What follows belongs to an exercise in optimizing a design on an open flow for small area, a short achievable clock period and few clock cycles; a production flow would make more cautious choices.
Where RTL was checked, it was by simulation tests only, not by an equivalence proof against the original.
Power and IR drop assume default switching activity.

==> flow/design.v (excerpt) <==
module MPQ(
    input clk,
    input rst,
    input data_valid,
    input [7:0] data,
    input cmd_valid,
    input [2:0] cmd,
    input [7:0] index,
    input [7:0] value,
    output reg busy,
    output reg RAM_valid,
    output [7:0] RAM_A,
    output reg [7:0] RAM_D,
    output reg done
);
For scale: about 2100 cells after synthesis, about 50 I/O pins, ~14000 um^2 of cells after synthesis.
clock: 10.0 ns
lec_check: 0
abc_area: 1
cap_margin: 20
core_margin: 2
core_utilization: 35
slew_margin: 20
standard.sh (not shown) runs the stock make flow with config.mk's settings and CLKGATE_MAP_FILE= SYNTH_SCRIPT=/design/flow/synth_recipe.tcl, a recipe that flattens the netlist after the stock synthesis.
==> flow/flow/run.sh <==
#!/bin/bash
set -euo pipefail
bash standard.sh SETUP_SLACK_MARGIN=6.5 finish > make_finish.log 2>&1
Testbench counts at the start, summed over its fixed seeds: cycles 12,800.
Edit:
--- a/flow/design.v
+++ b/flow/design.v
@@ -2,23 +2,23 @@
     input clk,
     input rst,
     input data_valid,
     input [7:0] data,
     input cmd_valid,
     input [2:0] cmd,
     input [7:0] index,
     input [7:0] value,
     output reg busy,
     output reg RAM_valid,
     output [7:0] RAM_A,
-    output reg [7:0] RAM_D,
+    output [7:0] RAM_D,
     output reg done
 );
     function gt8;
         input [7:0] a, b;
         reg [7:0] g, ge;
         reg [3:0] g2, ge2;
         reg [1:0] g4, ge4;
         integer k;
         begin
             g  = a & ~b;
             ge = a | ~b;
@@ -58,40 +58,38 @@
     reg       started;
     reg       m_upd;    
     reg       m_sup;    
     reg       m_ins;    
     reg       m_ext;    
     reg       m_stA;    
     reg [1:0] bph;      
     reg       m_hp;     
     reg       m_sdn;    
     reg [3:0]  pos;     
     reg [7:0]  vv;      
-    reg [3:0]  sz;
-    wire [7:0] a1n;      
+    reg [3:0]  sz;      
     reg [15:0] p;       
     integer j;
     wire accept = cmd_valid & ~busy & started & ~data_valid;
     reg [3:0] size_n;
     always @(*) begin
         if (data_valid | m_ins)
             size_n = size + 4'd1;
         else if (m_ext)
             size_n = size - 4'd1;
         else
             size_n = size;
     end
-    reg  [3:0] wa;
-    wire [4:0] wa2 = {1'b0, wa} + 5'd2;
     wire wr_acc  = accept & (cmd == 3'd4);
-    wire wr_cont = RAM_valid & (wa2 <= {1'b0, size});
+    wire p_le1   = p[0] | p[1];
+    wire wr_cont = RAM_valid & ~p_le1;
     always @(posedge clk or posedge rst) begin
         if (rst) begin
             size <= 4'd0;
             started <= 1'b0;
             m_upd <= 1'b0;
             m_sup <= 1'b0;
             m_ins <= 1'b0;
             m_ext <= 1'b0;
             m_stA <= 1'b0;
             bph <= 2'd0;
             m_hp <= 1'b0;
@@ -105,58 +103,59 @@
                 started <= 1'b1;
             m_upd <= data_valid | (accept & ((cmd == 3'd2) | (cmd == 3'd3)));
             m_sup <= accept & ((cmd == 3'd2) | (cmd == 3'd3));
             m_ins <= accept & (cmd == 3'd3);
             m_ext <= accept & (cmd == 3'd1);
             m_stA <= accept & (cmd == 3'd0);
             bph <= m_stA ? 2'd1 : (bph == 2'd1) ? 2'd2 : (bph == 2'd2) ? 2'd3 : 2'd0;
             m_hp <= m_stA | (bph == 2'd1) | (bph == 2'd2);
             m_sdn <= (accept & ((cmd == 3'd0) | (cmd == 3'd1))) | m_stA |
                      (bph == 2'd1) | (bph == 2'd2);
             busy <= (accept & (cmd == 3'd0)) | m_stA | (bph == 2'd1) |
-                    (wr_acc & (size_n > 4'd1)) | (wr_cont & (wa2 != {1'b0, size}));
+                    (wr_acc & (size_n > 4'd1)) | (RAM_valid & ~p_le1 & ~p[2]);
             RAM_valid <= (wr_acc & (size_n != 4'd0)) | wr_cont;
-            done <= (wr_acc & (size_n <= 4'd1)) | (wr_cont & (wa2 == {1'b0, size}));
+            done <= (wr_acc & (size_n <= 4'd1)) | (RAM_valid & p[2]);
         end
     end
     always @(posedge clk) begin
         vv <= data_valid ? data : value;
         pos <= data_valid ? size_n : (cmd == 3'd3) ? size_n + 4'd1 : index[3:0];
         if (accept & ((cmd == 3'd2) | (cmd == 3'd3)))
             sz <= 4'd0;
         else
             sz <= (accept & (cmd == 3'd1)) ? size_n - 4'd1 : size_n;
-        wa <= wr_cont ? wa + 4'd1 : 4'd0;
-        RAM_D <= wr_cont ? NV : a1n;
         if (wr_cont)
-            p <= {p[14:0], 1'b0};
-        else if (wr_acc)
-            p <= 16'd1 << 2;
+            p <= {1'b0, p[15:1]};
         else if (data_valid | (accept & ((cmd == 3'd2) | (cmd == 3'd3))))
             p <= 16'd1;
         else if (m_stA)
             p <= 16'd1 << 3;
         else if (bph == 2'd1)
             p <= 16'd1 << 2;
         else if (bph == 2'd2)
             p <= 16'd1 << 1;
         else
             p <= 16'd1 << size_n;
     end
     reg [7:0] NV;
+    reg [3:0] ra;
     always @(*) begin
         NV = {8{p[0]}} & vv;
-        for (j = 1; j <= 15; j = j + 1)
+        ra = 4'd0;
+        for (j = 1; j <= 15; j = j + 1) begin
             NV = NV | ({8{p[j]}} & A[j]);
-    end
-    assign RAM_A = {4'd0, wa};
+            ra = ra | ({4{p[j]}} & (j - 1));
+        end
+    end
+    assign RAM_D = NV;
+    assign RAM_A = {4'd0, ra};
     reg        rs  [1:7];    
     reg        lv  [1:7];    
     reg [7:0]  mcv [1:7];    
     reg        root[1:7];
     reg        onc [1:15];   
     reg        go  [1:7];    
     reg [1:0]  cm  [1:7];    
     reg        fr  [1:7];    
     always @(*) begin
         fr[1] = m_sup & ((pos[3] & pos[2]) | (~pos[3] & pos[2] & pos[1]) | (~pos[3] & ~pos[2] & pos[1] & pos[0]));
         fr[2] = m_sup & ((pos[3:2] == 2'b10) & pos[1] | (pos[3:1] == 3'b010) & pos[0]);
@@ -204,22 +203,17 @@
     reg        upch [1:15];   
     reg        dnpa [1:15];   
     always @(*) begin
         for (j = 1; j <= 15; j = j + 1) begin
             upch[j] = (j <= 7) && m_sdn && onc[j] && go[j];
             dnpa[j] = (j > 1) && ((m_sup && ((pos == j && m1) || (a1 == j && m2) || (a2 == j && m3))) ||
                                   (j >= 8 && m_stA && onc[j]));
             en[j]   = (m_upd && (pos == j || (m1 && a1 == j) || (m2 && a2 == j) || (m3 && j == 1))) ||
                       (m_sdn && onc[j] && (j >= 8 || go[j] || !root[j] || (j == 1 && m_ext)));
         end
     end
-    reg [7:0] an [1:15];      
-    always @(*) begin
-        for (j = 1; j <= 15; j = j + 1)
-            an[j] = !en[j] ? A[j] : upch[j] ? mcv[j] : dnpa[j] ? A[j/2] : NV;
-    end
-    assign a1n = an[1];
     always @(posedge clk) begin
         for (j = 1; j <= 15; j = j + 1)
-            A[j] <= an[j];
+            if (en[j])
+                A[j] <= upch[j] ? mcv[j] : dnpa[j] ? A[j/2] : NV;
     end
 endmodule
Effect:
- The changed run finished clean
- sequential share of layout area came out lower by 1.9 points
- maximum frequency came out lower by 13%
- setup slack degrades by 0.55 ns
- via count came out higher by 0.85%
- total power came out lower by 20%
- die area came out lower by 2.4%
- first-iteration DRC count came out higher by 8.7%
- count of clock-buffer cells in the layout came out lower by 1
- design area came out higher by 4.9%
- wire length came out higher by 3.3%
Only the layout flow was run in the second run of this note; the RTL was not checked for function there.

==> afterwards: timing with drivers on the ports <==
In the flow no input, the clock included, has a driving cell. The finished layouts below were timed again as built, in two steps.
Step 1 assumes that a clkbuf_16 drives the clock port and a buf_2 every other input.
Step 2 times the ports against the registers' clock, not the clock port: input delays grow and output delays shrink by t, the midpoint of the rising clock arrivals with the driver on.
a / b / c = ideal / step 1 / step 2; a / b = the first two.
run | t (ns) | slack for setup (ns) | hold WS [ns] | worst setup path at the end | latest minus earliest clock arrival (ns)
the first run | 0.528 | 6.474 / 6.474 / 6.103 | 0.450 / 0.450 / 0.450 | input to register | 0.015 / 0.015
the second run | 0.534 | 5.928 / 5.875 / 6.036 | 0.477 / 0.477 / 0.477 | register to register | 0.025 / 0.025
After both steps every run listed still meets setup and hold. For the first run, which loses most, drivers alone change the setup slack by 0.000 ns; drivers and shift together by -0.371 ns.
